Background: an optimization exercise with open tools, aiming at small area and a short achievable clock period. Do not read the settings as production practice.
Function was checked by simulation only, so behaviour that the tests miss may differ from the original.
Power figures rest on the tool's default switching activity, not on a simulated workload.

## design.v

```verilog
module final_top (clk,reset,data1,data2,data3,data4,data5,data6,data7,data8,data9,data10,data11,data12,data13,data14,data15,data16,wr1,wr2,wr3,wr4,wr5,wr6,wr7,wr8,wr9,wr10,wr11,wr12,wr13,wr14,wr15,wr16,datao1,datao2,datao3,datao4,datao5,datao6,datao7,datao8,datao9,datao10,datao11,datao12,datao13,datao14,datao15,datao16);
input clk,reset;
input [7:0] data1,data2,data3,data4,data5,data6,data7,data8,data9,data10,data11,data12,data13,data14,data15,data16;
input wr1,wr2,wr3,wr4,wr5,wr6,wr7,wr8,wr9,wr10,wr11,wr12,wr13,wr14,wr15,wr16;
output [7:0] datao1,datao2,datao3,datao4,datao5,datao6,datao7,datao8,datao9,datao10,datao11,datao12,datao13,datao14,datao15,datao16;
wire [7:0] datao1,datao2,datao3,datao4,datao5,datao6,datao7,datao8,datao9,datao10,datao11,datao12,datao13,datao14,datao15,datao16;
wire rr1,rr2,rr3,rr4,rr5,rr6,rr7,rr8,rr9,rr10,rr11,rr12,rr13,rr14,rr15,rr16;
wire [7:0] data_fifo1_out,data_fifo2_out,data_fifo3_out,data_fifo4_out,data_fifo5_out,data_fifo6_out,data_fifo7_out,data_fifo8_out,data_fifo9_out,data_fifo10_out,data_fifo11_out,data_fifo12_out,data_fifo13_out,data_fifo14_out,data_fifo15_out,data_fifo16_out;
wire output_avail1,output_avail2,output_avail3,output_avail4,output_avail5,output_avail6,output_avail7,output_avail8,output_avail9,output_avail10,output_avail11,output_avail12,output_avail13,output_avail14,output_avail15,output_avail16;
wire schedulerenable;
wire rd_en1,rd_en2,rd_en3,rd_en4,rd_en5,rd_en6,rd_en7,rd_en8,rd_en9,rd_en10,rd_en11,rd_en12,rd_en13,rd_en14,rd_en15,rd_en16;
fifo i_fifo1 (
.clk (clk),
.reset (reset),
.iput_data (data1),
.rd_en (rd_en1),
.wr_en (wr1),
.output_avail (output_avail1),
.output_data (data_fifo1_out)
);
fifo i_fifo2 (
.clk (clk),
.reset (reset),
.iput_data (data2),
.rd_en (rd_en2),
.wr_en (wr2),
.output_avail (output_avail2),
.output_data (data_fifo2_out)
);
fifo i_fifo3 (
.clk (clk),
.reset (reset),
.iput_data (data3),
.rd_en (rd_en3),
.wr_en (wr3),
.output_avail (output_avail3),
.output_data (data_fifo3_out)
);
fifo i_fifo4 (
.clk (clk),
.reset (reset),
.iput_data (data4),
.rd_en (rd_en4),
.wr_en (wr4),
.output_avail (output_avail4),
.output_data (data_fifo4_out)
);
fifo i_fifo5 (
.clk (clk),
.reset (reset),
.iput_data (data5),
.rd_en (rd_en5),
.wr_en (wr5),
.output_avail (output_avail5),
.output_data (data_fifo5_out)
);
fifo i_fifo6 (
.clk (clk),
.reset (reset),
.iput_data (data6),
.rd_en (rd_en6),
.wr_en (wr6),
.output_avail (output_avail6),
.output_data (data_fifo6_out)
);
fifo i_fifo7 (
.clk (clk),
.reset (reset),
.iput_data (data7),
.rd_en (rd_en7),
.wr_en (wr7),
.output_avail (output_avail7),
.output_data (data_fifo7_out)
);
fifo i_fifo8 (
.clk (clk),
.reset (reset),
.iput_data (data8),
.rd_en (rd_en8),
.wr_en (wr8),
.output_avail (output_avail8),
.output_data (data_fifo8_out)
);
fifo i_fifo9 (
.clk (clk),
.reset (reset),
.iput_data (data9),
.rd_en (rd_en9),
.wr_en (wr9),
.output_avail (output_avail9),
.output_data (data_fifo9_out)
);
fifo i_fifo10 (
.clk (clk),
.reset (reset),
.iput_data (data10),
.rd_en (rd_en10),
.wr_en (wr10),
.output_avail (output_avail10),
.output_data (data_fifo10_out)
);
fifo i_fifo11 (
.clk (clk),
.reset (reset),
.iput_data (data11),
.rd_en (rd_en11),
.wr_en (wr11),
.output_avail (output_avail11),
.output_data (data_fifo11_out)
);
fifo i_fifo12 (
.clk (clk),
.reset (reset),
.iput_data (data12),
.rd_en (rd_en12),
.wr_en (wr12),
.output_avail (output_avail12),
.output_data (data_fifo12_out)
);
fifo i_fifo13 (
.clk (clk),
.reset (reset),
.iput_data (data13),
.rd_en (rd_en13),
.wr_en (wr13),
.output_avail (output_avail13),
.output_data (data_fifo13_out)
);
fifo i_fifo14 (
.clk (clk),
.reset (reset),
.iput_data (data14),
.rd_en (rd_en14),
.wr_en (wr14),
.output_avail (output_avail14),
.output_data (data_fifo14_out)
);
fifo i_fifo15 (
.clk (clk),
.reset (reset),
.iput_data (data15),
.rd_en (rd_en15),
.wr_en (wr15),
.output_avail (output_avail15),
.output_data (data_fifo15_out)
);
fifo i_fifo16 (
.clk (clk),
.reset (reset),
.iput_data (data16),
.rd_en (rd_en16),
.wr_en (wr16),
.output_avail (output_avail16),
.output_data (data_fifo16_out)
);
scheduler i_scheduler1 (
	.clk (clk),
	.reset (reset),
	.enable (1) ,
	.in_en1 (output_avail1) ,
	.in_en2 (output_avail2) ,
	.in_en3 (output_avail3) ,
	.in_en4 (output_avail4) ,
	.in_en5 (output_avail5) ,
	.in_en6 (output_avail6) ,
	.in_en7 (output_avail7) ,
	.in_en8 (output_avail8) ,
	.in_en9 (output_avail9) ,
	.in_en10 (output_avail10) ,
	.in_en11 (output_avail11) ,
	.in_en12 (output_avail12) ,
	.in_en13 (output_avail13) ,
	.in_en14 (output_avail14) ,
	.in_en15 (output_avail15) ,
	.in_en16 (output_avail16) ,
	.rr1    (rr1) ,
	.rr2    (rr2) ,
	.rr3    (rr3) ,
	.rr4    (rr4) ,
	.rr5    (rr5) ,
	.rr6    (rr6) ,
	.rr7    (rr7) ,
	.rr8    (rr8) ,
	.rr9    (rr9) ,
	.rr10    (rr10),
	.rr11    (rr11),
	.rr12    (rr12),
	.rr13    (rr13),
	.rr14    (rr14),
	.rr15    (rr15),
	.rr16    (rr16)
);
crossbar i_crossbar (
	.clk (clk),
	.reset (reset),
	.rr1(rr1),
	.rr2(rr2),
	.rr3(rr3),
	.rr4(rr4),
	.rr5(rr5),
	.rr6(rr6),
	.rr7(rr7),
	.rr8(rr8),
	.rr9(rr9),
	.rr10(rr10),
	.rr11    (rr11),
	.rr12    (rr12),
	.rr13    (rr13),
	.rr14    (rr14),
	.rr15    (rr15),
	.rr16    (rr16),
	.iput_data1(data_fifo1_out),
	.iput_data2(data_fifo2_out),
	.iput_data3(data_fifo3_out),
	.iput_data4(data_fifo4_out),
	.iput_data5(data_fifo5_out),
        .iput_data6(data_fifo6_out),
	.iput_data7(data_fifo7_out),
	.iput_data8(data_fifo8_out),
	.iput_data9(data_fifo9_out),
	.iput_data10(data_fifo10_out),
	.iput_data11(data_fifo11_out),
	.iput_data12(data_fifo12_out),
	.iput_data13(data_fifo13_out),
	.iput_data14(data_fifo14_out),
	.iput_data15(data_fifo15_out),
	.iput_data16(data_fifo16_out),
	.datao1(datao1),
	.datao2(datao2),
	.datao3(datao3),
	.datao4(datao4),
	.datao5(datao5),
	.datao6(datao6),
	.datao7(datao7),
	.datao8(datao8),
	.datao9(datao9),
	.datao10(datao10),
	.datao11(datao11),
	.datao12(datao12),
	.datao13(datao13),
	.datao14(datao14),
	.datao15(datao15),
	.datao16(datao16),
	.rd_en1(rd_en1),
	.rd_en2(rd_en2),
	.rd_en3(rd_en3),
	.rd_en4(rd_en4),
	.rd_en5(rd_en5),
	.rd_en6(rd_en6),
	.rd_en7(rd_en7),
	.rd_en8(rd_en8),
	.rd_en9(rd_en9),
	.rd_en10(rd_en10),
	.rd_en11(rd_en11),
	.rd_en12(rd_en12),
	.rd_en13(rd_en13),
	.rd_en14(rd_en14),
	.rd_en15(rd_en15),
	.rd_en16(rd_en16),
	.in_en1 (output_avail1) ,
	.in_en2 (output_avail2) ,
	.in_en3 (output_avail3) ,
	.in_en4 (output_avail4) ,
	.in_en5 (output_avail5) ,
	.in_en6 (output_avail6) ,
	.in_en7 (output_avail7) ,
	.in_en8 (output_avail8) ,
	.in_en9 (output_avail9) ,
	.in_en10 (output_avail10), 
	.in_en11 (output_avail11), 
	.in_en12 (output_avail12), 
	.in_en13 (output_avail13), 
	.in_en14 (output_avail14), 
	.in_en15 (output_avail15), 
	.in_en16 (output_avail16) 
   );
endmodule
module fifo (clk,reset,iput_data,rd_en,wr_en,wr_addr,rd_addr,output_data,output_avail);
input clk;
input reset;
input  [7:0] iput_data;
output [7:0] output_data; 
input [2:0]  wr_addr;
input [2:0]  rd_addr;
input   rd_en;
input  wr_en;
output output_avail;
wire cs_0;
wire we_0;
wire oe_0;
wire [2:0] address_0;
wire [2:0] address_0rd;
wire [7:0] data_0;
reg [7:0] data_0_out;
reg [7:0] mem [7:0];
reg  [2:0] wr_addr_int;
reg  [2:0] rd_addr_int;
wire  [7:0] iput_data_int;
integer             i;
always @ (posedge clk or negedge reset)
begin
  if(!reset)
   begin
     wr_addr_int <= 3'd0;
    end
   else if  (wr_en)
   begin
     wr_addr_int  <= wr_addr_int+1;
   end
end
always @ (posedge clk or negedge reset)
begin
  if(!reset)
   begin
     rd_addr_int <= 3'd0;
    end
   else if  (rd_en)
   begin
     rd_addr_int  <= rd_addr_int+1;
   end
end
	assign iput_data_int = iput_data;
assign output_avail = (wr_addr_int != rd_addr_int);
assign cs_0 =1'b1;
assign we_0 = |wr_en;
assign oe_0 = |rd_en;
assign address_0 = wr_addr_int;
assign address_0rd = rd_addr_int;
assign data_0 = iput_data_int;
always @ (posedge clk or negedge reset)
begin : MEM_WRITE
 if(!reset)
   begin
    for (i =0; i< 8;i= i+1 )
     mem[i] <= 8'd0;
  end
 else  if ( cs_0 && we_0 ) begin
     mem[address_0] <= data_0;
  end
end
assign output_data = mem[address_0rd];
endmodule
module scheduler (clk,reset,enable,in_en1,in_en2,in_en3,in_en4,in_en5,in_en6,in_en7,in_en8,in_en9,in_en10,in_en11,in_en12,in_en13,in_en14,in_en15,in_en16, rr1,rr2,rr3,rr4,rr5,rr6,rr7,rr8,rr9,rr10,rr11,rr12,rr13,rr14,rr15,rr16);
input clk;
input reset;
input  in_en1,in_en2,in_en3,in_en4,in_en5,in_en6,in_en7,in_en8,in_en9,in_en10,in_en11,in_en12,in_en13,in_en14,in_en15,in_en16;
output rr1,rr2,rr3,rr4,rr5,rr6,rr7,rr8,rr9,rr10,rr11,rr12,rr13,rr14,rr15,rr16;
input        enable;
reg  rr1,rr2,rr3,rr4,rr5,rr6,rr7,rr8,rr9,rr10,rr11,rr12,rr13,rr14,rr15,rr16;
reg  [3:0] count;
reg   enableff;
always @ (posedge clk or negedge reset)
begin
  if(!reset)
   begin
    count  <= 4'd0;
    end
   else if  (count==15)
   begin
     count   <= 0;
   end
   else if (enable)
   begin
     count   <= count+1;
   end
end
always @ (posedge clk or negedge reset)
begin
  if(!reset)
   begin
    enableff  <= 1'd0;
    end
   else if (enable)
   begin
     enableff  <= 1'd1;
   end
   else
   begin
     enableff  <= 1'd0;
   end
end
always @ (*)
begin
     rr1         = 1'd0;
     rr2         = 1'd0;
     rr3         = 1'd0;
     rr4         = 1'd0;
     rr5         = 1'd0;
     rr6         = 1'd0;
     rr7         = 1'd0;
     rr8         = 1'd0;
     rr9         = 1'd0;
     rr10        = 1'd0;
     rr11        = 1'd0;
     rr12        = 1'd0;
     rr13        = 1'd0;
     rr14        = 1'd0;
     rr15        = 1'd0;
     rr16        = 1'd0;
    if ( (enable) & (count==0))
   begin
     rr1         = 1'd1;    
   end
   else if ( (enable) & (count==1))
   begin
     rr2         = 1'd1;    
   end
   else if ( (enable) & (count==2))
   begin
     rr3         = 1'd1;    
   end
   else if ( (enable) & (count==3))
   begin
     rr4         = 1'd1;    
   end
   else if ( (enable) & (count==4))
   begin
     rr5         = 1'd1;    
   end
     else if ( (enable) & (count==5))
   begin
     rr6         = 1'd1;    
   end
    else if ( (enable) & (count==6))
   begin
     rr7         = 1'd1;    
   end
    else if ( (enable) & (count==7))
   begin
     rr8         = 1'd1;    
   end
    else if ( (enable) & (count==8))
   begin
     rr9         = 1'd1;    
   end
    else if ( (enable) & (count==9))
   begin
     rr10         = 1'd1;    
   end
    else if ( (enable) & (count==10))
   begin
     rr11         = 1'd1;    
   end
    else if ( (enable) & (count==11))
   begin
     rr12         = 1'd1;    
   end
    else if ( (enable) & (count==12))
   begin
     rr13         = 1'd1;    
   end
    else if ( (enable) & (count==13))
   begin
     rr14         = 1'd1;    
   end
    else if ( (enable) & (count==14))
   begin
     rr15         = 1'd1;    
   end
    else if ( (enable) & (count==15))
   begin
     rr16         = 1'd1;    
   end
   else
   begin
     rr1         = 1'd0;
     rr2         = 1'd0;
     rr3         = 1'd0;
     rr4         = 1'd0;
     rr5         = 1'd0;
     rr6         = 1'd0;
     rr7         = 1'd0;
     rr8         = 1'd0;
     rr9         = 1'd0;
     rr10        = 1'd0;
     rr11        = 1'd0;
     rr12        = 1'd0;
     rr13        = 1'd0;
     rr14        = 1'd0;
     rr15        = 1'd0;
    end
end
endmodule
module crossbar (clk,reset,rr1,rr2,rr3,rr4,rr5,rr6,rr7,rr8,rr9,rr10,rr11,rr12,rr13,rr14,rr15,rr16,iput_data1,iput_data2,iput_data3,iput_data4,iput_data5,iput_data6,iput_data7,iput_data8,iput_data9,iput_data10,iput_data11,iput_data12,iput_data13,iput_data14,iput_data15,iput_data16,datao1,datao2,datao3,datao4,datao5,datao6,datao7,datao8,datao9,datao10,datao11,datao12,datao13,datao14,datao15,datao16,
	        rd_en1,rd_en2,rd_en3,rd_en4,rd_en5,rd_en6,rd_en7,rd_en8,rd_en9,rd_en10,rd_en11,rd_en12,rd_en13,rd_en14,rd_en15,rd_en16,in_en1,in_en2,in_en3,in_en4,in_en5,in_en6,in_en7,in_en8,in_en9,in_en10,in_en11,in_en12,in_en13,in_en14,in_en15,in_en16);
input clk;
input reset;
input[7:0]  iput_data1,iput_data2,iput_data3,iput_data4,iput_data5, iput_data6,iput_data7,iput_data8,iput_data9,iput_data10,iput_data11,iput_data12,iput_data13,iput_data14,iput_data15,iput_data16;
input rr1,rr2,rr3,rr4,rr5,rr6,rr7,rr8,rr9,rr10,rr11,rr12,rr13,rr14,rr15,rr16;
input in_en1,in_en2,in_en3,in_en4,in_en5,in_en6,in_en7,in_en8,in_en9,in_en10,in_en11,in_en12,in_en13,in_en14,in_en15,in_en16;
output [7:0] datao1,datao2,datao3,datao4,datao5,datao6,datao7,datao8,datao9,datao10,datao11,datao12,datao13,datao14,datao15,datao16;
output  rd_en1,rd_en2,rd_en3,rd_en4,rd_en5,rd_en6,rd_en7,rd_en8,rd_en9,rd_en10,rd_en11,rd_en12,rd_en13,rd_en14,rd_en15,rd_en16;
wire [3:0] port1_addr,port2_addr,port3_addr,port4_addr,port5_addr,port6_addr,port7_addr,port8_addr,port9_addr,port10_addr,port11_addr,port12_addr,port13_addr,port14_addr,port15_addr,port16_addr;
assign port1_addr = iput_data1[3:0];
assign port2_addr = iput_data2[3:0];
assign port3_addr = iput_data3[3:0];
assign port4_addr = iput_data4[3:0];
assign port5_addr = iput_data5[3:0];
assign port6_addr = iput_data6[3:0];
assign port7_addr = iput_data7[3:0];
assign port8_addr = iput_data8[3:0];
assign port9_addr = iput_data9[3:0];
assign port10_addr = iput_data10[3:0];
assign port11_addr = iput_data11[3:0];
assign port12_addr = iput_data12[3:0];
assign port13_addr = iput_data13[3:0];
assign port14_addr = iput_data14[3:0];
assign port15_addr = iput_data15[3:0];
assign port16_addr = iput_data16[3:0];
assign   datao1 = (rr1 & in_en1 & (port1_addr ==0 ) ) ? iput_data1 :
	          (rr2 & in_en2 & (port2_addr ==0 )) ? iput_data2 :
		   (rr3 & in_en3  & (port3_addr ==0 )) ? iput_data3 :
		    (rr4 & in_en4 & (port4_addr ==0 )) ? iput_data4 :
		   (rr5 & in_en5 &  (port5_addr ==0 )) ? iput_data5 :
		  (rr6 & in_en6 & (port6_addr ==0 )) ? iput_data6 :
		 (rr7 & in_en7 & (port7_addr ==0 )) ? iput_data7 :
	          (rr8 & in_en8 & (port8_addr ==0 )) ? iput_data8 :
	          (rr9 & in_en9 & (port9_addr ==0 )) ? iput_data9 :
	          (rr10 & in_en10 & (port10_addr ==0 )) ? iput_data10 : 
	          (rr11 & in_en11 & (port11_addr ==0 )) ? iput_data11 : 
	          (rr12 & in_en12 & (port12_addr ==0 )) ? iput_data12 : 
	          (rr13 & in_en13 & (port13_addr ==0 )) ? iput_data13 : 
	          (rr14 & in_en14 & (port14_addr ==0 )) ? iput_data14 : 
	          (rr15 & in_en15 & (port15_addr ==0 )) ? iput_data15 : 
	          (rr16 & in_en16 & (port16_addr ==0 )) ? iput_data16 : 
		  '0;
assign   datao2 = (rr2 & in_en1 & (port1_addr ==1 ) ) ? iput_data1 :
	          (rr3 & in_en2 & (port2_addr ==1 )) ? iput_data2 :
		   (rr4 & in_en3  & (port3_addr ==1 )) ? iput_data3 :
		    (rr5 & in_en4 & (port4_addr ==1 )) ? iput_data4 :
		   (rr6 & in_en5 &  (port5_addr ==1 )) ? iput_data5 :
		  (rr7 & in_en6 & (port6_addr ==1 )) ? iput_data6 :
		 (rr8 & in_en7 & (port7_addr ==1 )) ? iput_data7 :
	          (rr9 & in_en8 & (port8_addr ==1 )) ? iput_data8 :
	          (rr10 & in_en9 & (port9_addr ==1 )) ? iput_data9 :
	          (rr11 & in_en10 & (port10_addr ==1 )) ? iput_data10 :
	          (rr12 & in_en11 & (port11_addr ==1 )) ? iput_data11 :
	          (rr13 & in_en12 & (port12_addr ==1 )) ? iput_data12 :
	          (rr14 & in_en13 & (port13_addr ==1 )) ? iput_data13 :
	          (rr15 & in_en14 & (port14_addr ==1 )) ? iput_data14 :
	          (rr16 & in_en15 & (port15_addr ==1 )) ? iput_data15 : 
	          (rr1 & in_en16 & (port16_addr ==1 )) ? iput_data16 : 
		  '0;
assign   datao3 = (rr3 & in_en1 & (port1_addr ==2 ) ) ? iput_data1 :
	          (rr4 & in_en2 & (port2_addr ==2 )) ? iput_data2 :
		   (rr5 & in_en3  & (port3_addr ==2 )) ? iput_data3 :
		    (rr6 & in_en4 & (port4_addr ==2 )) ? iput_data4 :
		   (rr7 & in_en5 &  (port5_addr ==2 )) ? iput_data5 :
		  (rr8 & in_en6 & (port6_addr ==2 )) ? iput_data6 :
		 (rr9 & in_en7 & (port7_addr ==2 )) ? iput_data7 :
	          (rr10 & in_en8 & (port8_addr ==2 )) ? iput_data8 :
	          (rr11 & in_en9 & (port9_addr ==2 )) ? iput_data9 :
	          (rr12 & in_en10 & (port10_addr ==2 )) ? iput_data10 :
	          (rr13 & in_en11 & (port11_addr ==2 )) ? iput_data11 :
	          (rr14 & in_en12 & (port12_addr ==2 )) ? iput_data12 :
	          (rr15 & in_en13 & (port13_addr ==2 )) ? iput_data13 :
	          (rr16 & in_en14 & (port14_addr ==2 )) ? iput_data14 :
	          (rr1 & in_en15 & (port15_addr ==2 )) ? iput_data15 :
	          (rr2 & in_en16 & (port16_addr ==2 )) ? iput_data16 : '0;
assign   datao4 = (rr4 & in_en1 & (port1_addr ==3 ) ) ? iput_data1 :
	          (rr5 & in_en2 & (port2_addr ==3 )) ? iput_data2 :
		   (rr6 & in_en3  & (port3_addr ==3 )) ? iput_data3 :
		    (rr7 & in_en4 & (port4_addr ==3 )) ? iput_data4 :
		   (rr8 & in_en5 &  (port5_addr ==3 )) ? iput_data5 :
		  (rr9 & in_en6 & (port6_addr ==3 )) ? iput_data6 :
		 (rr10 & in_en7 & (port7_addr ==3 )) ? iput_data7 :
		 (rr11 & in_en8 & (port8_addr ==3 )) ? iput_data8 :
		 (rr12 & in_en9 & (port9_addr ==3 )) ? iput_data9 :
		 (rr13 & in_en10 & (port10_addr ==3 )) ? iput_data10 :
		 (rr14 & in_en11 & (port11_addr ==3 )) ? iput_data11 :
		 (rr15 & in_en12 & (port12_addr ==3 )) ? iput_data12 :
	         (rr16 & in_en13 & (port13_addr ==3 )) ? iput_data13 :
	          (rr1 & in_en14 & (port14_addr ==3 )) ? iput_data14 :
	          (rr2 & in_en15 & (port15_addr ==3 )) ? iput_data15 :
	          (rr3 & in_en16 & (port16_addr ==3)) ? iput_data16 : '0;
assign   datao5 = (rr5 & in_en1 & (port1_addr ==4 ) ) ? iput_data1 :
	          (rr6 & in_en2 & (port2_addr ==4 )) ? iput_data2 :
		   (rr7 & in_en3  & (port3_addr ==4 )) ? iput_data3 :
		    (rr8 & in_en4 & (port4_addr ==4 )) ? iput_data4 :
		   (rr9 & in_en5 &  (port5_addr ==4 )) ? iput_data5 :
		  (rr10 & in_en6 & (port6_addr ==4 )) ? iput_data6 :
		  (rr11 & in_en7 & (port7_addr ==4 )) ? iput_data7 :
		  (rr12 & in_en8 & (port8_addr ==4 )) ? iput_data8 :
		  (rr13 & in_en9 & (port9_addr ==4 )) ? iput_data9 :
		  (rr14 & in_en10 & (port10_addr ==4 )) ? iput_data10 :
		  (rr15 & in_en11 & (port11_addr ==4 )) ? iput_data11 :
		 (rr16 & in_en12 & (port12_addr ==4 )) ? iput_data12 :
		 (rr1 & in_en13 & (port13_addr ==4 )) ? iput_data13 :
	          (rr2 & in_en14 & (port14_addr ==4 )) ? iput_data14 :
	          (rr3 & in_en15 & (port15_addr ==4 )) ? iput_data15 :
	          (rr4 & in_en16 & (port16_addr ==4 )) ? iput_data16 : '0;
assign   datao6 = (rr6 & in_en1 & (port1_addr ==5 ) ) ? iput_data1 :
	          (rr7 & in_en2 & (port2_addr ==5 )) ? iput_data2 :
		   (rr8 & in_en3  & (port3_addr ==5 )) ? iput_data3 :
		    (rr9 & in_en4 & (port4_addr ==5 )) ? iput_data4 :
		   (rr10 & in_en5 &  (port5_addr ==5 )) ? iput_data5 :
		  (rr11 & in_en6 & (port6_addr ==5 )) ? iput_data6 :
		  (rr12 & in_en7 & (port7_addr ==5 )) ? iput_data7 :
		  (rr13 & in_en8 & (port8_addr ==5 )) ? iput_data8 :
		  (rr14 & in_en9 & (port9_addr ==5 )) ? iput_data9 :
		  (rr15 & in_en10 & (port10_addr ==5 )) ? iput_data10 :
		  (rr16 & in_en11 & (port11_addr ==5 )) ? iput_data11 :
		 (rr1 & in_en12 & (port12_addr ==5 )) ? iput_data12 :
		 (rr2 & in_en13 & (port13_addr ==5 )) ? iput_data13 :
	          (rr3 & in_en14 & (port14_addr ==5 )) ? iput_data14 :
	          (rr4 & in_en15 & (port15_addr ==5 )) ? iput_data15 :
	          (rr5 & in_en16 & (port16_addr ==5 )) ? iput_data16 : '0;
assign   datao7 = (rr7 & in_en1 & (port1_addr ==6 ) ) ? iput_data1 :
	          (rr8 & in_en2 & (port2_addr ==6 )) ? iput_data2 :
		   (rr9 & in_en3  & (port3_addr ==6 )) ? iput_data3 :
		    (rr10 & in_en4 & (port4_addr ==6 )) ? iput_data4 :
		    (rr11 & in_en5 & (port5_addr ==6 )) ? iput_data5 :
		    (rr12 & in_en6 & (port6_addr ==6 )) ? iput_data6 :
		    (rr13 & in_en7 & (port7_addr ==6 )) ? iput_data7 :
		    (rr14 & in_en8 & (port8_addr ==6 )) ? iput_data8 :
		    (rr15 & in_en9 & (port9_addr ==6 )) ? iput_data9 :
		   (rr16 & in_en10 &  (port10_addr ==6 )) ? iput_data10 :
		   (rr1 & in_en11 &  (port11_addr ==6 )) ? iput_data11 :
		  (rr2 & in_en12 & (port12_addr ==6 )) ? iput_data12 :
		 (rr3 & in_en13 & (port13_addr ==6 )) ? iput_data13 :
	          (rr4 & in_en14 & (port14_addr ==6 )) ? iput_data14 :
	          (rr5 & in_en15 & (port15_addr ==6 )) ? iput_data15 :
	          (rr6 & in_en16 & (port16_addr ==6 )) ? iput_data16 : '0;
assign   datao8 = (rr8 & in_en1 & (port1_addr ==7 ) ) ? iput_data1 :
	          (rr9 & in_en2 & (port2_addr ==7 )) ? iput_data2 :
		   (rr10 & in_en3  & (port3_addr ==7 )) ? iput_data3 :
		   (rr11 & in_en4  & (port4_addr ==7 )) ? iput_data4 :
		   (rr12 & in_en5  & (port5_addr ==7 )) ? iput_data5 :
		   (rr13 & in_en6  & (port6_addr ==7 )) ? iput_data6 :
		   (rr14 & in_en7  & (port7_addr ==7 )) ? iput_data7 :
		   (rr15 & in_en8  & (port8_addr ==7 )) ? iput_data8 :
		    (rr16 & in_en9 & (port9_addr ==7 )) ? iput_data9 :
		    (rr1 & in_en10 & (port10_addr ==7 )) ? iput_data10 :
		   (rr2 & in_en11 &  (port11_addr ==7 )) ? iput_data11 :
		  (rr3 & in_en12 & (port12_addr ==7 )) ? iput_data12 :
		 (rr4 & in_en13 & (port13_addr ==7 )) ? iput_data13 :
	          (rr5 & in_en14 & (port14_addr ==7 )) ? iput_data14 :
	          (rr6 & in_en15 & (port15_addr ==7 )) ? iput_data15 :
	          (rr7 & in_en16 & (port16_addr ==7 )) ? iput_data16 : '0;
assign   datao9 = (rr9 & in_en1 & (port1_addr ==8 ) ) ? iput_data1 :
	          (rr10 & in_en2 & (port2_addr ==8 )) ? iput_data2 :
	          (rr11 & in_en3 & (port3_addr ==8 )) ? iput_data3 :
	          (rr12 & in_en4 & (port4_addr ==8 )) ? iput_data4 :
	          (rr13 & in_en5 & (port5_addr ==8 )) ? iput_data5 :
	          (rr14 & in_en6 & (port6_addr ==8 )) ? iput_data6 :
	          (rr15 & in_en7 & (port7_addr ==8 )) ? iput_data7 :
		   (rr16 & in_en8  & (port8_addr ==8 )) ? iput_data8 :
		   (rr1 & in_en9  & (port9_addr ==8 )) ? iput_data9 :
		    (rr2 & in_en10 & (port10_addr ==8 )) ? iput_data10 :
		   (rr3 & in_en11 &  (port11_addr ==8 )) ? iput_data11 :
		  (rr4 & in_en12 & (port12_addr ==8 )) ? iput_data12 :
		 (rr5 & in_en13 & (port13_addr ==8 )) ? iput_data13 :
	          (rr6 & in_en14 & (port14_addr ==8 )) ? iput_data14 :
	          (rr7 & in_en15 & (port15_addr ==8 )) ? iput_data15 :
	          (rr8 & in_en16 & (port16_addr ==8 )) ? iput_data16 : '0;
assign   datao10 = (rr10 & in_en1 &  (port1_addr ==9 )) ? iput_data1 :
                   (rr11 & in_en2 &  (port2_addr ==9 )) ? iput_data2 :
                   (rr12 & in_en3 &  (port3_addr ==9 )) ? iput_data3 :
                   (rr13 & in_en4 &  (port4_addr ==9 )) ? iput_data4 :
                   (rr14 & in_en5 &  (port5_addr ==9 )) ? iput_data5 :
                   (rr15 & in_en6 &  (port6_addr ==9 )) ? iput_data6 :
	          (rr16 & in_en7 &  (port7_addr ==9 )   ) ? iput_data7 :
	          (rr1 & in_en8 &  (port8_addr ==9 )   ) ? iput_data8 :
		   (rr2 & in_en9  &  (port9_addr ==9 )   ) ? iput_data9 :
		    (rr3 & in_en10 &   (port10_addr ==9 )  ) ? iput_data10 :
		   (rr4 & in_en11 &    (port11_addr ==9 ) ) ? iput_data11 :
		  (rr5 & in_en12 &   (port12_addr ==9 ) ) ? iput_data12 :
		 (rr6 & in_en13 &  (port13_addr ==9 )  ) ? iput_data13 :
	          (rr7 & in_en14 &   (port14_addr ==9 ) ) ? iput_data14 :
	          (rr8 & in_en15 &   (port15_addr ==9 ) ) ? iput_data15 :
	          (rr9 & in_en16 &  (port16_addr ==9 )  ) ? iput_data16 : '0;
  assign   datao11 = (rr11 & in_en1 &  (port1_addr ==10 )) ? iput_data1 :
                   (rr12 & in_en2 &  (port2_addr ==10 )) ? iput_data2 :
                   (rr13 & in_en3 &  (port3_addr ==10 )) ? iput_data3 :
                   (rr14 & in_en4 &  (port4_addr ==10 )) ? iput_data4 :
                   (rr15 & in_en5 &  (port5_addr ==10 )) ? iput_data5 :
                   (rr16 & in_en6 &  (port6_addr ==10 )) ? iput_data6 :
                   (rr1 & in_en7 &  (port7_addr ==10 )) ? iput_data7 :
	          (rr2 & in_en8 &  (port8_addr ==10 )   ) ? iput_data8 :
		   (rr3 & in_en9  &  (port9_addr ==10 )   ) ? iput_data9 :
		    (rr4 & in_en10 &   (port10_addr ==10 )  ) ? iput_data10 :
		   (rr5 & in_en11 &    (port11_addr ==10 ) ) ? iput_data11 :
		  (rr6 & in_en12 &   (port12_addr ==10 ) ) ? iput_data12 :
		 (rr7 & in_en13 &  (port13_addr ==10 )  ) ? iput_data13 :
	          (rr8 & in_en14 &   (port14_addr ==10 ) ) ? iput_data14 :
	          (rr9 & in_en15 &   (port15_addr ==10 ) ) ? iput_data15 :
	          (rr10 & in_en16 &  (port16_addr ==10 )  ) ? iput_data16 : '0;
  assign   datao12 = (rr12 & in_en1 &  (port1_addr ==11 )) ? iput_data1 :
                   (rr13 & in_en2 &  (port2_addr ==11 )) ? iput_data2 :
                   (rr14 & in_en3 &  (port3_addr ==11 )) ? iput_data3 :
                   (rr15 & in_en4 &  (port4_addr ==11 )) ? iput_data4 :
                   (rr16 & in_en5 &  (port5_addr ==11 )) ? iput_data5 :
                   (rr1 & in_en6 &  (port6_addr ==11 )) ? iput_data6 :
                   (rr2 & in_en7 &  (port7_addr ==11 )) ? iput_data7 :
	          (rr3 & in_en8 &  (port8_addr ==11 )   ) ? iput_data8 :
		   (rr4 & in_en9  &  (port9_addr ==11 )   ) ? iput_data9 :
		    (rr5 & in_en10 &   (port10_addr ==11 )  ) ? iput_data10 :
		   (rr6 & in_en11 &    (port11_addr ==11 ) ) ? iput_data11 :
		  (rr7 & in_en12 &   (port12_addr ==11 ) ) ? iput_data12 :
		 (rr8 & in_en13 &  (port13_addr ==11 )  ) ? iput_data13 :
	          (rr9 & in_en14 &   (port14_addr ==11 ) ) ? iput_data14 :
	          (rr10 & in_en15 &   (port15_addr ==11 ) ) ? iput_data15 :
	          (rr11 & in_en16 &  (port16_addr ==11 )  ) ? iput_data16 : '0;
  assign   datao13 = (rr13 & in_en1 &  (port1_addr ==12 )) ? iput_data1 :
                   (rr14 & in_en2 &  (port2_addr ==12 )) ? iput_data2 :
                   (rr15 & in_en3 &  (port3_addr ==12 )) ? iput_data3 :
                   (rr16 & in_en4 &  (port4_addr ==12 )) ? iput_data4 :
                   (rr1 & in_en5 &  (port5_addr ==12 )) ? iput_data5 :
                   (rr2 & in_en6 &  (port6_addr ==12 )) ? iput_data6 :
                   (rr3 & in_en7 &  (port7_addr ==12 )) ? iput_data7 :
	          (rr4 & in_en8 &  (port8_addr ==12 )   ) ? iput_data8 :
		   (rr5 & in_en9  &  (port9_addr ==12 )   ) ? iput_data9 :
		    (rr6 & in_en10 &   (port10_addr ==12 )  ) ? iput_data10 :
		   (rr7 & in_en11 &    (port11_addr ==12 ) ) ? iput_data11 :
		  (rr8 & in_en12 &   (port12_addr ==12 ) ) ? iput_data12 :
		 (rr9 & in_en13 &  (port13_addr ==12 )  ) ? iput_data13 :
	          (rr10 & in_en14 &   (port14_addr ==12 ) ) ? iput_data14 :
	          (rr11 & in_en15 &   (port15_addr ==12 ) ) ? iput_data15 :
	          (rr12 & in_en16 &  (port16_addr ==12 )  ) ? iput_data16 : '0;
  assign   datao14 = (rr14 & in_en1 &  (port1_addr ==13 )) ? iput_data1 :
                   (rr15 & in_en2 &  (port2_addr ==13 )) ? iput_data2 :
                   (rr16 & in_en3 &  (port3_addr ==13 )) ? iput_data3 :
                   (rr1 & in_en4 &  (port4_addr ==13 )) ? iput_data4 :
                   (rr2 & in_en5 &  (port5_addr ==13 )) ? iput_data5 :
                   (rr3 & in_en6 &  (port6_addr ==13 )) ? iput_data6 :
                   (rr4 & in_en7 &  (port7_addr ==13 )) ? iput_data7 :
	          (rr5 & in_en8 &  (port8_addr ==13 )   ) ? iput_data8 :
		   (rr6 & in_en9  &  (port9_addr ==13 )   ) ? iput_data9 :
		    (rr7 & in_en10 &   (port10_addr ==13 )  ) ? iput_data10 :
		   (rr8 & in_en11 &    (port11_addr ==13 ) ) ? iput_data11 :
		  (rr9 & in_en12 &   (port12_addr ==13 ) ) ? iput_data12 :
		 (rr10 & in_en13 &  (port13_addr ==13 )  ) ? iput_data13 :
	          (rr11 & in_en14 &   (port14_addr ==13 ) ) ? iput_data14 :
	          (rr12 & in_en15 &   (port15_addr ==13 ) ) ? iput_data15 :
	          (rr13 & in_en16 &  (port16_addr ==13 )  ) ? iput_data16 : '0;
  assign   datao15 = (rr15 & in_en1 &  (port1_addr ==14 )) ? iput_data1 :
                   (rr16 & in_en2 &  (port2_addr ==14 )) ? iput_data2 :
                   (rr1 & in_en3 &  (port3_addr ==14 )) ? iput_data3 :
                   (rr2 & in_en4 &  (port4_addr ==14 )) ? iput_data4 :
                   (rr3 & in_en5 &  (port5_addr ==14 )) ? iput_data5 :
                   (rr4 & in_en6 &  (port6_addr ==14 )) ? iput_data6 :
                   (rr5 & in_en7 &  (port7_addr ==14 )) ? iput_data7 :
	          (rr6 & in_en8 &  (port8_addr ==14 )   ) ? iput_data8 :
		   (rr7 & in_en9  &  (port9_addr ==14 )   ) ? iput_data9 :
		    (rr8 & in_en10 &   (port10_addr ==14 )  ) ? iput_data10 :
		   (rr9 & in_en11 &    (port11_addr ==14 ) ) ? iput_data11 :
		  (rr10 & in_en12 &   (port12_addr ==14 ) ) ? iput_data12 :
		 (rr11 & in_en13 &  (port13_addr ==14 )  ) ? iput_data13 :
	          (rr12 & in_en14 &   (port14_addr ==14 ) ) ? iput_data14 :
	          (rr13 & in_en15 &   (port15_addr ==14 ) ) ? iput_data15 :
	          (rr14 & in_en16 &  (port16_addr ==14 )  ) ? iput_data16 : '0;
 assign   datao16 = (rr16 & in_en1 &  (port1_addr ==15 )) ? iput_data1 :
                   (rr1 & in_en2 &  (port2_addr ==15 )) ? iput_data2 :
                   (rr2 & in_en3 &  (port3_addr ==15 )) ? iput_data3 :
                   (rr3 & in_en4 &  (port4_addr ==15 )) ? iput_data4 :
                   (rr4 & in_en5 &  (port5_addr ==15 )) ? iput_data5 :
                   (rr5 & in_en6 &  (port6_addr ==15 )) ? iput_data6 :
                   (rr6 & in_en7 &  (port7_addr ==15 )) ? iput_data7 :
	          (rr7 & in_en8 &  (port8_addr ==15 )   ) ? iput_data8 :
		   (rr8 & in_en9  &  (port9_addr ==15 )   ) ? iput_data9 :
		    (rr9 & in_en10 &   (port10_addr ==15 )  ) ? iput_data10 :
		   (rr10 & in_en11 &    (port11_addr ==15 ) ) ? iput_data11 :
		  (rr11 & in_en12 &   (port12_addr ==15 ) ) ? iput_data12 :
		 (rr12 & in_en13 &  (port13_addr ==15 )  ) ? iput_data13 :
	          (rr13 & in_en14 &   (port14_addr ==15 ) ) ? iput_data14 :
	          (rr14 & in_en15 &   (port15_addr ==15 ) ) ? iput_data15 :
	          (rr15 & in_en16 &  (port16_addr ==15 )  ) ? iput_data16 : '0;
assign rd_en1 = (  (rr1 & in_en1 & (port1_addr == 0 ) ) | (rr2 & in_en1 & (port1_addr ==1 ) ) |
                   (rr3 & in_en1 & (port1_addr == 2 ) ) | (rr4 & in_en1 & (port1_addr ==3 ) ) |
                   (rr5 & in_en1 & (port1_addr == 4 ) ) | (rr6 & in_en1 & (port1_addr ==5 ) ) |
                   (rr7 & in_en1 & (port1_addr == 6 ) ) | (rr8 & in_en1 & (port1_addr ==7 ) ) |
                   (rr9 & in_en1 & (port1_addr == 8 ) ) | (rr10 & in_en1 & (port1_addr ==9 ) ) |
	           (rr11 & in_en1 & (port1_addr == 10 ) ) | (rr12 & in_en1 & (port1_addr ==11 ) ) |
	           (rr13 & in_en1 & (port1_addr == 12 ) ) | (rr14 & in_en1 & (port1_addr ==13 ) ) |
	           (rr15 & in_en1 & (port1_addr == 14 ) ) | (rr16 & in_en1 & (port1_addr ==15 ) ) 
	   );
assign rd_en2 = (  (rr2 & in_en2 & (port2_addr == 0 ) ) | (rr3 & in_en2 & (port2_addr ==1 ) ) |
                   (rr4 & in_en2 & (port2_addr == 2 ) ) | (rr5 & in_en2 & (port2_addr ==3 ) ) |
                   (rr6 & in_en2 & (port2_addr == 4 ) ) | (rr7 & in_en2 & (port2_addr ==5 ) ) |
                   (rr8 & in_en2 & (port2_addr == 6 ) ) | (rr9 & in_en2 & (port2_addr ==7 ) ) |
                   (rr10 & in_en2 & (port2_addr == 8 ) ) | (rr11 & in_en2 & (port2_addr ==9 ) ) | 
                   (rr12 & in_en2 & (port2_addr == 10 ) ) | (rr13 & in_en2 & (port2_addr ==11 ) ) | 
                   (rr14 & in_en2 & (port2_addr == 12 ) ) | (rr15 & in_en2 & (port2_addr ==13 ) ) | 
                   (rr16 & in_en2 & (port2_addr == 14 ) ) | (rr1 & in_en2 & (port2_addr ==15 ) )  
	   );
assign rd_en3 = (  (rr3 & in_en3 & (port3_addr == 0 ) ) | (rr4 & in_en3 & (port3_addr ==1 ) ) |
                   (rr5 & in_en3 & (port3_addr == 2 ) ) | (rr6 & in_en3 & (port3_addr ==3 ) ) |
                   (rr7 & in_en3 & (port3_addr == 4 ) ) | (rr8 & in_en3 & (port3_addr ==5 ) ) |
                   (rr9 & in_en3 & (port3_addr == 6 ) ) | (rr10 & in_en3 & (port3_addr ==7 ) ) |
                   (rr11 & in_en3 & (port3_addr == 8 ) ) | (rr12 & in_en3 & (port3_addr ==9 ) )  |
                   (rr13 & in_en3 & (port3_addr == 10 ) ) | (rr14 & in_en3 & (port3_addr ==11 ) )  |
                   (rr15 & in_en3 & (port3_addr == 12 ) ) | (rr16 & in_en3 & (port3_addr ==13 ) )  |
                   (rr1 & in_en3 & (port3_addr == 14 ) ) | (rr2 & in_en3 & (port3_addr ==15 ) )  
	   );
assign rd_en4 = (  (rr4 & in_en4 & (port4_addr == 0 ) ) | (rr5 & in_en4 & (port4_addr ==1 ) ) |
                   (rr6 & in_en4 & (port4_addr == 2 ) ) | (rr7 & in_en4 & (port4_addr ==3 ) ) |
                   (rr8 & in_en4 & (port4_addr == 4 ) ) | (rr9 & in_en4 & (port4_addr ==5 ) ) |
                   (rr10 & in_en4 & (port4_addr == 6 ) ) | (rr11 & in_en4 & (port4_addr ==7 ) ) |
                   (rr12 & in_en4 & (port4_addr == 8 ) ) | (rr13 & in_en4 & (port4_addr ==9 ) )  |
                   (rr14 & in_en4 & (port4_addr == 10 ) ) | (rr15 & in_en4 & (port4_addr ==11 ) )  |
                   (rr16 & in_en4 & (port4_addr == 12 ) ) | (rr1 & in_en4 & (port4_addr ==13 ) )  |
                   (rr2 & in_en4 & (port4_addr == 14 ) ) | (rr3 & in_en4 & (port4_addr ==15 ) )  
	   );
assign rd_en5 = (  (rr5 & in_en5 & (port5_addr == 0 ) ) | (rr6 & in_en5 & (port5_addr ==1 ) ) |
                   (rr7 & in_en5 & (port5_addr == 2 ) ) | (rr8 & in_en5 & (port5_addr ==3 ) ) |
                   (rr9 & in_en5 & (port5_addr == 4 ) ) | (rr10 & in_en5 & (port5_addr ==5 ) ) |
                   (rr11 & in_en5 & (port5_addr == 6 ) ) | (rr12 & in_en5 & (port5_addr ==7 ) ) |
                   (rr13 & in_en5 & (port5_addr == 8 ) ) | (rr14 & in_en5 & (port5_addr ==9 ) ) | 
                   (rr15 & in_en5 & (port5_addr == 10 ) ) | (rr16 & in_en5 & (port5_addr ==11 ) ) | 
                   (rr1 & in_en5 & (port5_addr == 12 ) ) | (rr2 & in_en5 & (port5_addr ==13 ) ) | 
                   (rr3 & in_en5 & (port5_addr == 14 ) ) | (rr4 & in_en5 & (port5_addr ==15 ) ) 
	   );
assign rd_en6 = (  (rr6 & in_en6 & (port6_addr == 0 ) ) | (rr7 & in_en6 & (port6_addr ==1 ) ) |
                   (rr8 & in_en6 & (port6_addr == 2 ) ) | (rr9 & in_en6 & (port6_addr ==3 ) ) |
                   (rr10 & in_en6 & (port6_addr == 4 ) ) | (rr11 & in_en6 & (port6_addr ==5 ) ) |
                   (rr12 & in_en6 & (port6_addr == 6 ) ) | (rr13 & in_en6 & (port6_addr ==7 ) ) |
                   (rr14 & in_en6 & (port6_addr == 8 ) ) | (rr15 & in_en6 & (port6_addr ==9 ) ) |
                   (rr16 & in_en6 & (port6_addr == 10 ) ) | (rr1 & in_en6 & (port6_addr ==11 ) ) |
                   (rr2 & in_en6 & (port6_addr == 12 ) ) | (rr3 & in_en6 & (port6_addr ==13 ) ) |
                   (rr4 & in_en6 & (port6_addr == 14 ) ) | (rr5 & in_en6 & (port6_addr ==15 ) ) 
	   );
assign rd_en7 = (  (rr7 & in_en7 & (port7_addr == 0 ) ) | (rr8 & in_en7 & (port7_addr ==1 ) ) |
                   (rr9 & in_en7 & (port7_addr == 2 ) ) | (rr10 & in_en7 & (port7_addr ==3 ) ) |
                   (rr11 & in_en7 & (port7_addr == 4 ) ) | (rr12 & in_en7 & (port7_addr ==5 ) ) |
                   (rr13 & in_en7 & (port7_addr == 6 ) ) | (rr14 & in_en7 & (port7_addr ==7 ) ) |
                   (rr15 & in_en7 & (port7_addr == 8 ) ) | (rr16 & in_en7 & (port7_addr ==9 ) ) |
                   (rr1 & in_en7 & (port7_addr == 10 ) ) | (rr2 & in_en7 & (port7_addr ==11 ) ) |
                   (rr3 & in_en7 & (port7_addr == 12 ) ) | (rr4 & in_en7 & (port7_addr ==13 ) ) |
                   (rr5 & in_en7 & (port7_addr == 14 ) ) | (rr6 & in_en7 & (port7_addr ==15 ) ) 
	   );
assign rd_en8 = (  (rr8 & in_en8 & (port8_addr == 0 ) ) | (rr9 & in_en8 & (port8_addr ==1 ) ) |
                   (rr10 & in_en8 & (port8_addr == 2 ) ) | (rr11 & in_en8 & (port8_addr ==3 ) ) |
                   (rr12 & in_en8 & (port8_addr == 4 ) ) | (rr13 & in_en8 & (port8_addr ==5 ) ) |
                   (rr14 & in_en8 & (port8_addr == 6 ) ) | (rr15 & in_en8 & (port8_addr ==7 ) ) |
                   (rr16 & in_en8 & (port8_addr == 8 ) ) | (rr1 & in_en8 & (port8_addr ==9 ) ) |
                   (rr2 & in_en8 & (port8_addr == 10 ) ) | (rr3 & in_en8 & (port8_addr ==11 ) ) |
                   (rr4 & in_en8 & (port8_addr == 12 ) ) | (rr5 & in_en8 & (port8_addr ==13 ) ) |
                   (rr6 & in_en8 & (port8_addr == 14 ) ) | (rr7 & in_en8 & (port8_addr ==15 ) ) 
	   );
assign rd_en9 = (  (rr9 & in_en9 & (port9_addr == 0 ) ) | (rr10 & in_en9 & (port9_addr ==1 ) ) |
                   (rr11 & in_en9 & (port9_addr == 2 ) ) | (rr12 & in_en9 & (port9_addr ==3 ) ) |
                   (rr13 & in_en9 & (port9_addr == 4 ) ) | (rr14 & in_en9 & (port9_addr ==5 ) ) |
                   (rr15 & in_en9 & (port9_addr == 6 ) ) | (rr16 & in_en9 & (port9_addr ==7 ) ) |
                   (rr1 & in_en9 & (port9_addr == 8 ) ) | (rr2 & in_en9 & (port9_addr ==9 ) ) |
                   (rr3 & in_en9 & (port9_addr == 10 ) ) | (rr4 & in_en9 & (port9_addr ==11 ) ) |
                   (rr5 & in_en9 & (port9_addr == 12 ) ) | (rr6 & in_en9 & (port9_addr ==13 ) ) |
                   (rr7 & in_en9 & (port9_addr == 14 ) ) | (rr8 & in_en9 & (port9_addr ==15 ) ) 
	   );
assign rd_en10 = (  (rr10 & in_en10 & (port10_addr == 0 ) ) | (rr11 & in_en10 & (port10_addr ==1 ) ) |
                   (rr12 & in_en10 & (port10_addr == 2 ) ) | (rr13 & in_en10 & (port10_addr ==3 ) ) |
                   (rr14 & in_en10 & (port10_addr == 4 ) ) | (rr15 & in_en10 & (port10_addr ==5 ) ) |
                   (rr16 & in_en10 & (port10_addr == 6 ) ) | (rr1 & in_en10 & (port10_addr ==7 ) ) |
                   (rr2 & in_en10 & (port10_addr == 8 ) ) | (rr3 & in_en10 & (port10_addr ==9 ) ) |
                   (rr4 & in_en10 & (port10_addr == 10 ) ) | (rr5 & in_en10 & (port10_addr ==11 ) ) |
                   (rr6 & in_en10 & (port10_addr == 12 ) ) | (rr7 & in_en10 & (port10_addr ==13 ) ) |
                   (rr8 & in_en10 & (port10_addr == 14 ) ) | (rr9 & in_en10 & (port10_addr ==15 ) ) 
	   );
assign rd_en11 = (  (rr11 & in_en11 & (port11_addr == 0 ) ) | (rr12 & in_en11 & (port11_addr ==1 ) ) |
                   (rr13 & in_en11 & (port11_addr == 2 ) ) | (rr14 & in_en11 & (port11_addr ==3 ) ) |
                   (rr15 & in_en11 & (port11_addr == 4 ) ) | (rr16 & in_en11 & (port11_addr ==5 ) ) |
                   (rr1 & in_en11 & (port11_addr == 6 ) ) | (rr2 & in_en11 & (port11_addr ==7 ) ) |
                   (rr3 & in_en11 & (port11_addr == 8 ) ) | (rr4 & in_en11 & (port11_addr ==9 ) ) |
                   (rr5 & in_en11 & (port11_addr == 10 ) ) | (rr6 & in_en11 & (port11_addr ==11 ) ) |
                   (rr7 & in_en11 & (port11_addr == 12 ) ) | (rr8 & in_en11 & (port11_addr ==13 ) ) |
                   (rr9 & in_en11 & (port11_addr == 14 ) ) | (rr10 & in_en11 & (port11_addr ==15 ) ) 
	   );
assign rd_en12 = (  (rr12 & in_en12 & (port12_addr == 0 ) ) | (rr13 & in_en12 & (port12_addr ==1 ) ) |
                   (rr14 & in_en12 & (port12_addr == 2 ) ) | (rr15 & in_en12 & (port12_addr ==3 ) ) |
                   (rr16 & in_en12 & (port12_addr == 4 ) ) | (rr1 & in_en12 & (port12_addr ==5 ) ) |
                   (rr2 & in_en12 & (port12_addr == 6 ) ) | (rr3 & in_en12 & (port12_addr ==7 ) ) |
                   (rr4 & in_en12 & (port12_addr == 8 ) ) | (rr5 & in_en12 & (port12_addr ==9 ) ) |
                   (rr6 & in_en12 & (port12_addr == 10 ) ) | (rr7 & in_en12 & (port12_addr ==11 ) ) |
                   (rr8 & in_en12 & (port12_addr == 12 ) ) | (rr9 & in_en12 & (port12_addr ==13 ) ) |
                   (rr10 & in_en12 & (port12_addr == 14 ) ) | (rr11 & in_en12 & (port12_addr ==15 ) ) 
	   );
assign rd_en13 = (  (rr13 & in_en13 & (port13_addr == 0 ) ) | (rr14 & in_en13 & (port13_addr ==1 ) ) |
                   (rr15 & in_en13 & (port13_addr == 2 ) ) | (rr16 & in_en13 & (port13_addr ==3 ) ) |
                   (rr1 & in_en13 & (port13_addr == 4 ) ) | (rr2 & in_en13 & (port13_addr ==5 ) ) |
                   (rr3 & in_en13 & (port13_addr == 6 ) ) | (rr4 & in_en13 & (port13_addr ==7 ) ) |
                   (rr5 & in_en13 & (port13_addr == 8 ) ) | (rr6 & in_en13 & (port13_addr ==9 ) ) |
                   (rr7 & in_en13 & (port13_addr == 10 ) ) | (rr8 & in_en13 & (port13_addr ==11 ) ) |
                   (rr9 & in_en13 & (port13_addr == 12 ) ) | (rr10 & in_en13 & (port13_addr ==13 ) ) |
                   (rr11 & in_en13 & (port13_addr == 14 ) ) | (rr12 & in_en13 & (port13_addr ==15 ) ) 
	   );
assign rd_en14 = (  (rr14 & in_en14 & (port14_addr == 0 ) ) | (rr15 & in_en14 & (port14_addr ==1 ) ) |
                   (rr16 & in_en14 & (port14_addr == 2 ) ) | (rr1 & in_en14 & (port14_addr ==3 ) ) |
                   (rr2 & in_en14 & (port14_addr == 4 ) ) | (rr3 & in_en14 & (port14_addr ==5 ) ) |
                   (rr4 & in_en14 & (port14_addr == 6 ) ) | (rr5 & in_en14 & (port14_addr ==7 ) ) |
                   (rr6 & in_en14 & (port14_addr == 8 ) ) | (rr7 & in_en14 & (port14_addr ==9 ) ) |
                   (rr8 & in_en14 & (port14_addr == 10 ) ) | (rr9 & in_en14 & (port14_addr ==11 ) ) |
                   (rr10 & in_en14 & (port14_addr == 12 ) ) | (rr11 & in_en14 & (port14_addr ==13 ) ) |
                   (rr12 & in_en14 & (port14_addr == 14 ) ) | (rr13 & in_en14 & (port14_addr ==15 ) ) 
	   );
assign rd_en15 = (  (rr15 & in_en15 & (port15_addr == 0 ) ) | (rr16 & in_en15 & (port15_addr ==1 ) ) |
                   (rr1 & in_en15 & (port15_addr == 2 ) ) | (rr2 & in_en15 & (port15_addr ==3 ) ) |
                   (rr3 & in_en15 & (port15_addr == 4 ) ) | (rr4 & in_en15 & (port15_addr ==5 ) ) |
                   (rr5 & in_en15 & (port15_addr == 6 ) ) | (rr6 & in_en15 & (port15_addr ==7 ) ) |
                   (rr7 & in_en15 & (port15_addr == 8 ) ) | (rr8 & in_en15 & (port15_addr ==9 ) ) |
                   (rr9 & in_en15 & (port15_addr == 10 ) ) | (rr10 & in_en15 & (port15_addr ==11 ) ) |
                   (rr11 & in_en15 & (port15_addr == 12 ) ) | (rr12 & in_en15 & (port15_addr ==13 ) ) |
                   (rr13 & in_en15 & (port15_addr == 14 ) ) | (rr14 & in_en15 & (port15_addr ==15 ) ) 
	   );
assign rd_en16 = (  (rr16 & in_en16 & (port16_addr == 0 ) ) | (rr1 & in_en16 & (port16_addr ==1 ) ) |
                   (rr2 & in_en16 & (port16_addr == 2 ) ) | (rr3 & in_en16 & (port16_addr ==3 ) ) |
                   (rr4 & in_en16 & (port16_addr == 4 ) ) | (rr5 & in_en16 & (port16_addr ==5 ) ) |
                   (rr6 & in_en16 & (port16_addr == 6 ) ) | (rr7 & in_en16 & (port16_addr ==7 ) ) |
                   (rr8 & in_en16 & (port16_addr == 8 ) ) | (rr9 & in_en16 & (port16_addr ==9 ) ) |
                   (rr10 & in_en16 & (port16_addr == 10 ) ) | (rr11 & in_en16 & (port16_addr ==11 ) ) |
                   (rr12 & in_en16 & (port16_addr == 12 ) ) | (rr13 & in_en16 & (port16_addr ==13 ) ) |
                   (rr14 & in_en16 & (port16_addr == 14 ) ) | (rr15 & in_en16 & (port16_addr ==15 ) ) 
	   );
endmodule
```

## run.sh

```bash
#!/bin/bash
# synth_recipe.tcl (not shown) runs the flow's synth.tcl, then flattens the netlist and writes it again
# the make line also repeats each setting of config.mk as NAME=value (left out here)
make -C /OpenROAD-flow-scripts/flow DESIGN_CONFIG=/design/flow/config.mk WORK_HOME=/design/flow/orfs CLKGATE_MAP_FILE= SYNTH_SCRIPT=/design/flow/synth_recipe.tcl finish
```

## config.mk

```make
export PLATFORM = sky130hd
export DESIGN_NAME = final_top
export DESIGN_NICKNAME = final_top
export VERILOG_FILES = /design/flow/design.v
export SDC_FILE = /design/flow/constraint.sdc
export NUM_CORES = 4
export LEC_CHECK = 0
export CAP_MARGIN = 40
export CORE_MARGIN = 2
export CORE_UTILIZATION = 40
export SLEW_MARGIN = 30
```

## constraint.sdc

```tcl
create_clock -name core_clock -period 11.0 [get_ports {clk}]
set_input_delay 2.2000 -clock core_clock [delete_from_list [all_inputs] [get_ports {clk}]]
set_output_delay 2.2000 -clock core_clock [all_outputs]
set_load 0.01 [all_outputs]
```

==> results.txt <==
----------------------------------------------------
[GRT]
  Total congestion overflow after global routing ... 0
  Global-route wire length before repair ... roughly 410,000 microns
  Vias in the first global route ... 54,460
  Initial antenna violation count ... 14
  Global Route Usage Sum ... 0.3516
  Largest net degree at the start of global routing ... 151

[Worst setup path]
  Critical Path Fanout Max ... 21
  Required arrival time at the worst endpoint ... 8800 ps
  Worst Setup Start Kind ... register
  Data arrival time of the critical path ... 7050 ps
  Setup slack of the worst register-to-register path ... 5890 ps
  Critical setup path kind ... register to primary output
  Critical path endpoint category ... primary output

[Timing]
  Period utilisation layout ... 0.8407
  Fin crit period ... a little over 9000 ps
  Max-slew violation count ... 0
  Count of final setup violators ... 0
  Worst slew slack as a fraction of its limit ... 0.2902
  Setup TNS ... 0 ps
  Achievable frequency ... 0.1081 GHz
  Transition at the pin with the smallest max-transition slack ... around 1100 ps
  Hold Slack ... 497.9 ps
  Max Clock Skew ... 27.79 ps
  Setup repair after global routing missed its margin ... false
  Fin. Hold Viols ... 0

[Power and ir drop]
  Maximum ir drop on the vdd rail ... roughly 0.28 mV
  Cell leakage power ... between 30 and 40 nW
  Power Dens Cells ... 367.0 nW/um^2

[Synthesis]
  Post-synthesis cell area ... 64,220 sq um
  Instance count of the mapped netlist ... 6,031
  Mean area per synthesized cell ... 10.65 sq um
  Dominant cells by area after synthesis ... sky130_fd_sc_hd__dfrtp_1 44%, sky130_fd_sc_hd__mux2_2 19%, sky130_fd_sc_hd__ha_1 3.8%
  Top flip-flop cell by instance count after synthesis ... sky130_fd_sc_hd__dfrtp_1
  Sequential fraction of the synthesis area ... 0.4380
  Number of synthesized register bits ... 1,124
  Post-synthesis async set-or-reset flop share ... 1.000
  Number of flops mapped to enable cells by yosys ... 0
  Distinct cell type count of the synthesized netlist ... 99
  Share of Yosys cell area claimed by the top area cell type ... 0.4380
  Post-synth top area cell ... sky130_fd_sc_hd__dfrtp_1
  Yosys warning total ... 4

[Clocking]
  Total of hold buffers inserted after clock tree synthesis ... 0
  Cells resized by post-CTS repair ... 0
  Worst-Skew Late Latency ... 800 ps
  Number of buffers added for setup after CTS ... 0
  Clock buffer count from CTS ... 130
  Htree depth ... 4
  Clock transition at path regs ... 60 ps
  Count of clock tree sinks ... between 1,000 and 1,500
  Number of buffers on the longest clock path ... 3
  TritonCTS clock tree ... yes
  Root Driver ... sky130_fd_sc_hd__clkbuf_16

[Route]
  Final wirelength ... 293,200 microns
  Via count ... 55,760
  Mean number of vias per cell ... 6.556
  DRC errors left ... 0
  Routed wire per std cell ... ~34 microns
  1st-pass router iterations ... 9
  Number of antenna-violating nets in the routed design ... 0
  Drt first-iter violations ... 6,391

[Worst hold path]
  Class of the most critical hold timing path ... register to register

[Die]
  Initial cell density of the core ... 0.4013
  Site row count ... 147
  Area of the die ... roughly 160,000 sq um
  Horiz. Die Dim ... 404.7 microns
  Core area ... 160,000 sq um
  Count of boundary I/O pins ... roughly 270
  Vertical extent of the die ... 404.7 microns

[Final layout]
  Final Util ... 0.4641
  Area of all placed cells without fillers ... 74,260 sq um
  Commonest cells after routing, fill and taps aside ... 1,124 x sky130_fd_sc_hd__dfrtp_1, 1,110 x sky130_fd_sc_hd__mux2_2, 405 x sky130_fd_sc_hd__nand2_1
  Ratio of cells with drive above 1 in the final layout ... 0.2555
  P&R area growth vs syn ... 15.63%
  Most common cell after layout, fill and taps aside ... sky130_fd_sc_hd__dfrtp_1
  Nets@finish ... 6,658
  Count of non-filler cells in the finished layout ... 8,504

[Placement]
  I/O Buffers ... 241
  # placed instances ... 8,248
  Cell area after placement ... 69,840 sq um
  Placer congestion estimate ... between 1 and 1.5
  Post-detailed-placement half-perimeter wirelength ... 218,200 microns

[Job]
  Total of max-cap violations ... 0

[Status]
  Result of the run ... no timing/DRC/antenna violations

----------------------------------------------------
## power by group
| part | total, W | leakage, nW | switching (W) | internal [W] |
|---|---|---|---|---|
| combinational | 0.0154 | 16.0 | 0.0103 | 0.00519 |
| clock | 0.00422 | 2.03 | 0.00178 | 0.00244 |
| sequential | 0.00759 | 13.5 | 0.00136 | 0.00622 |
## area by class of cell
cell class / count / area [sq um]
diodes: 8 / 20.02
well taps: 2086 / 2610
repair buffers: 473 / 4325
clock inverters: 37 / 469.2
fillers: 14890 / 85760
clock buffers: 189 / 3717
flip-flops and latches: 1124 / 28130
inverters: 150 / 563.0
multi-input cells: 4437 / 34430
## flip-flops by register name, summed over array words and instances, names as in the netlist, 4 cells and up
| register | count |
|---|---|
| i_fifo8.mem | 64 |
| i_fifo9.mem | 64 |
| i_fifo6.mem | 64 |
| i_scheduler1.count | 4 |
| i_fifo2.mem | 64 |
| i_fifo11.mem | 64 |
| i_fifo14.mem | 64 |
| i_fifo5.mem | 64 |
| i_fifo10.mem | 64 |
| i_fifo13.mem | 64 |
| i_fifo1.mem | 64 |
| i_fifo3.mem | 64 |
| i_fifo15.mem | 64 |
| i_fifo12.mem | 64 |
| i_fifo16.mem | 64 |
| i_fifo7.mem | 64 |
| i_fifo4.mem | 64 |
## final timing paths
check | from | end | cells past startpoint
min in group asynchronous | reset | i_fifo2.mem[2][7] | 1
max | i_fifo14.rd_addr_int[2] | datao16[5] | 14
max reg2reg | i_fifo12.rd_addr_int[2] | i_fifo12.rd_addr_int[1] | 13
min | i_scheduler1.count[0] | i_scheduler1.count[0] | 1
min reg2reg | i_scheduler1.count[0] | i_scheduler1.count[0] | 1
max in group asynchronous | reset | i_fifo14.mem[1][0] | 5
## worst max-delay path: stages, from the launching register on
cell	delay (ps)
sky130_fd_sc_hd__dfrtp_1	780
sky130_fd_sc_hd__inv_1	210
sky130_fd_sc_hd__ha_1	370
sky130_fd_sc_hd__or4_4	610
sky130_fd_sc_hd__or2_0	390
sky130_fd_sc_hd__buf_4	250
sky130_fd_sc_hd__a31o_2	220
sky130_fd_sc_hd__nor2_1	330
sky130_fd_sc_hd__nand3_1	480
sky130_fd_sc_hd__o211ai_1	260
sky130_fd_sc_hd__nor2_1	60
sky130_fd_sc_hd__o21ai_0	660
sky130_fd_sc_hd__a21oi_1	200
sky130_fd_sc_hd__o21ai_0	740
sky130_fd_sc_hd__clkdlybuf4s50_1	690
## synthesized netlist by cell type, types with 19 or more instances
| cell | instances |
|---|---|
| sky130_fd_sc_hd__or4_1 | 21 |
| sky130_fd_sc_hd__inv_1 | 147 |
| sky130_fd_sc_hd__a211oi_1 | 37 |
| sky130_fd_sc_hd__clkbuf_1 | 274 |
| sky130_fd_sc_hd__ha_1 | 196 |
| sky130_fd_sc_hd__xnor2_1 | 37 |
| sky130_fd_sc_hd__xor2_1 | 44 |
| sky130_fd_sc_hd__a21oi_1 | 178 |
| sky130_fd_sc_hd__o21ai_0 | 165 |
| sky130_fd_sc_hd__mux2i_1 | 34 |
| sky130_fd_sc_hd__a22o_1 | 45 |
| sky130_fd_sc_hd__buf_1 | 24 |
| sky130_fd_sc_hd__o22a_1 | 34 |
| sky130_fd_sc_hd__dfrtp_1 | 1124 |
| sky130_fd_sc_hd__nand2_1 | 405 |
| sky130_fd_sc_hd__nor3_1 | 164 |
| sky130_fd_sc_hd__and2_1 | 30 |
| sky130_fd_sc_hd__a221oi_1 | 101 |
| sky130_fd_sc_hd__a22oi_1 | 154 |
| sky130_fd_sc_hd__nor4_1 | 59 |
| sky130_fd_sc_hd__nand3_1 | 298 |
| sky130_fd_sc_hd__nor2b_1 | 31 |
| sky130_fd_sc_hd__o221ai_1 | 61 |
| sky130_fd_sc_hd__o21a_1 | 33 |
| sky130_fd_sc_hd__mux2_2 | 1110 |
| sky130_fd_sc_hd__a221o_1 | 31 |
| sky130_fd_sc_hd__and3_1 | 75 |
| sky130_fd_sc_hd__o21ai_1 | 19 |
| sky130_fd_sc_hd__a31oi_1 | 35 |
| sky130_fd_sc_hd__nand4_1 | 88 |
| sky130_fd_sc_hd__nor2_1 | 259 |
| sky130_fd_sc_hd__o22ai_1 | 180 |
| sky130_fd_sc_hd__buf_4 | 32 |
| sky130_fd_sc_hd__or3_1 | 73 |
| sky130_fd_sc_hd__a222oi_1 | 87 |
| sky130_fd_sc_hd__o211ai_1 | 55 |
## cell families after synthesis
logic type      Yosys count  share of synthesized area
mux                    1145                     0.2001
fa+ha+maj               196                    0.03819
compound gates         1365                     0.1545
flops                  1124                     0.4380
simple gates           1618                     0.1264
buf+inv                 501                    0.03166
xor+xnor                 81                    0.01105
other cells               1                 0.00005839
## per-stage QoR
step / total power (W) / setup WS (ps)
5_1_grt: 0.02823 / 1585
2_1_floorplan: 0.01567 / 4595
6_report: 0.02725 / 1753
3_5_place_dp: 0.02243 / 2736
3_3_place_gp: 0.02211 / 2728
4_1_cts: 0.02677 / 1866
## routing by layer
layer,track usage,routed length [microns],vias up
met3,0.08921,25910,786
met1,0.4632,121800,28570
met5,0,34,-
met2,0.5267,126800,2825
li1,-,-,23570
met4,0.1951,18680,6

## port drivers added, routing unchanged
No port has a modelled driver above. Below, the same layout with a new extraction and two added sets of constraints. Step 1, drivers: a clkbuf_16 drives clk and a buf_2 each remaining input, both assumed. Step 2, shift: input delay + t, output delay - t, t = (earliest + latest rising clock arrival at the registers) / 2. This alone moves slack from input paths to output paths. Three values: ideal, step 1, step 2; two values: the first two.
shift t [ns]: 0.869
slack for setup (ns): 1.753 / 1.662 / 2.531
worst setup path at the end: register to output
clock arrival spread, ns: 0.033 / 0.033
After both steps this run still meets setup and hold. For this run, drivers alone change the setup slack by -0.091 ns; drivers and shift together by +0.778 ns.
